Context: an optimization exercise on an open-source flow, tuned for small area and a short achievable clock period. The choices shown serve that exercise and are no tape-out recipe. The RTL was checked by simulation tests, not by an equivalence proof against the original design. Power is estimated from default activity; no workload was simulated.

## pic_core
module pic_core(
    input            clk,
    input            rst,
    input[31:0]      irq,
    output           exi,
    output[4:0]      exi_code,
    input            mgmt_req,
    input[31:0]      mgmt_adr,
    output reg       mgmt_ack,
    input            mgmt_rwn,
    input[1:0]       mgmt_wen,
    input[31:0]      mgmt_txd,
    output reg       mgmt_rxe,
    output[31:0]     mgmt_rxd
);
localparam LAT = 15;     
function le11(input[10:0] a, input[10:0] b);
    reg[15:0] l, ng;
    integer j, w;
    begin
        l  = 0;
        ng = 16'hffff;
        for(j = 0; j < 11; j = j + 1)
        begin
            l[j]  = !a[j] & b[j];
            ng[j] = !a[j] | b[j];
        end
        for(w = 8; w >= 1; w = w / 2)
            for(j = 0; j < w; j = j + 1)
            begin
                l[j]  = l[2*j+1] | (ng[2*j+1] & l[2*j]);
                ng[j] = l[2*j+1] | (ng[2*j+1] & ng[2*j]);
            end
        le11 = ng[0];
    end
endfunction
function le_key(input[5:0] a, input[4:0] ca, input[5:0] b, input[4:0] cb, input z);
    reg[7:0] l, ng;
    integer j, w;
    begin
        l  = 0;
        ng = 8'hff;
        for(j = 0; j < 6; j = j + 1)
        begin
            l[j]  = !a[j] & b[j];
            ng[j] = !a[j] | b[j];
        end
        for(w = 4; w >= 1; w = w / 2)
            for(j = 0; j < w; j = j + 1)
            begin
                l[j]  = l[2*j+1] | (ng[2*j+1] & l[2*j]);
                ng[j] = l[2*j+1] | (ng[2*j+1] & ng[2*j]);
            end
        le_key = l[0] | (ng[0] & (z | le11({6'd0, ca}, {6'd0, cb})));
    end
endfunction
  ...
Settings: LEC_CHECK=0, ABC_AREA=1, CAP_MARGIN=20, CORE_MARGIN=2, CORE_UTILIZATION=60, CTS_BUF_LIST=sky130_fd_sc_hd__clkbuf_8 sky130_fd_sc_hd__clkbuf_16, CTS_CLUSTER_DIAMETER=100, CTS_CLUSTER_SIZE=24, SETUP_SLACK_MARGIN=3.35, SLEW_MARGIN=20, TNS_END_PERCENT=0; clock period 5.0 ns.
run.sh (not shown) runs the stock make flow with config.mk's settings and CLKGATE_MAP_FILE= SYNTH_SCRIPT=/design/flow/synth_recipe.tcl, a recipe that flattens the netlist after the stock synthesis.
Change:
==> flow/flow/run.sh (new file) <==
#!/bin/bash
# The standard layout, with plain buffers on the ports instead of the
# delay cells buffer_ports picks by default. Each ORFS step also keeps its
# own log under orfs/logs; make's output is kept in flow_make.log.
set -euo pipefail
bash standard.sh BUFFER_PORTS_ARGS="-buffer_cell sky130_fd_sc_hd__buf_2" finish > flow_make.log 2>&1
==> flow/standard.sh (new file) <==
#!/bin/bash
# synth_recipe.tcl (not shown) runs the flow's synth.tcl, then flattens the netlist and writes it again
# the make line also repeats each setting of config.mk as NAME=value (left out here)
make -C /OpenROAD-flow-scripts/flow DESIGN_CONFIG=/design/flow/config.mk WORK_HOME=/design/flow/orfs CLKGATE_MAP_FILE= SYNTH_SCRIPT=/design/flow/synth_recipe.tcl "${@:-finish}"
SETUP_SLACK_MARGIN = 3.2   (was 3.35)
removed: flow/run.sh
The changed run finished clean.
Synthesized area stays the same.
Worst hold slack gets worse by 15 ps.
Sequential share of layout area went up by 1.9 points.
Core utilization went down by 2.6 points.
Design area went down by 3.9%.
Total power went down by 0.81%.
Change:
==> flow/run.sh (new file) <==
#!/bin/bash
# synth_recipe.tcl (not shown) runs the flow's synth.tcl, then flattens the netlist and writes it again
# the make line also repeats each setting of config.mk as NAME=value (left out here)
make -C /OpenROAD-flow-scripts/flow DESIGN_CONFIG=/design/flow/config.mk WORK_HOME=/design/flow/orfs CLKGATE_MAP_FILE= SYNTH_SCRIPT=/design/flow/synth_recipe.tcl finish
ABC_AREA = not set   (was 1)
ABC_CLOCK_PERIOD_IN_PS = 1800   (was not set)
CTS_BUF_LIST = not set   (was sky130_fd_sc_hd__clkbuf_8 sky130_fd_sc_hd__clkbuf_16)
CTS_CLUSTER_DIAMETER = not set   (was 100)
CTS_CLUSTER_SIZE = not set   (was 24)
TNS_END_PERCENT = not set   (was 0)
removed: flow/flow/run.sh
removed: flow/standard.sh
Flip-flop and latch count is unchanged.
Power rises by 22%.
Wire length rises by 14%.
Maximum frequency falls by 17%.
Die area falls by 2.1%.
Setup slack loses 420 ps.
Worst hold slack gains 18 ps.
First-iteration DRC count falls by 22%.
Clock-buffer cell count rises by 72.
Final area rises by 25%.

[afterwards: timing with drivers on the ports]
The flow's constraints put no driver on any port. The routed layouts listed below were extracted and timed again, unchanged, in two steps. Step 1 (the two cells are an assumption about what drives the block):
set clk [get_ports {clk}]
set_driving_cell -lib_cell sky130_fd_sc_hd__clkbuf_16 $clk
set_driving_cell -lib_cell sky130_fd_sc_hd__buf_2 [delete_from_list [all_inputs] $clk]
Step 2 adds t to the input delays and takes it off the output delays; t is the mean of the earliest and latest rising clock arrival at the registers after step 1. Input paths then give back, and output paths get back, about the clock's delay inside the block. Three values: ideal, step 1, step 2; two values: the first two.
run | shift t [ns] | setup WS [ns] | hold WS [ns] | worst setup path after step 2 | worst register clock-pin slew, ns
the first run | 0.645 | 2.890 / 2.827 / 2.681 | 0.323 / 0.323 / 0.323 | input to register | 0.10 / 0.10
the second run | 0.649 | 2.905 / 2.847 / 2.909 | 0.308 / 0.268 / 0.328 | input to register | 0.10 / 0.10
the third run | 0.676 | 2.484 / 2.484 / 2.434 | 0.326 / 0.326 / 0.326 | input to register | 0.06 / 0.06
After both steps every run listed still meets setup and hold. For the first run, which loses most, drivers alone change the setup slack by -0.063 ns; drivers and shift together by -0.209 ns.
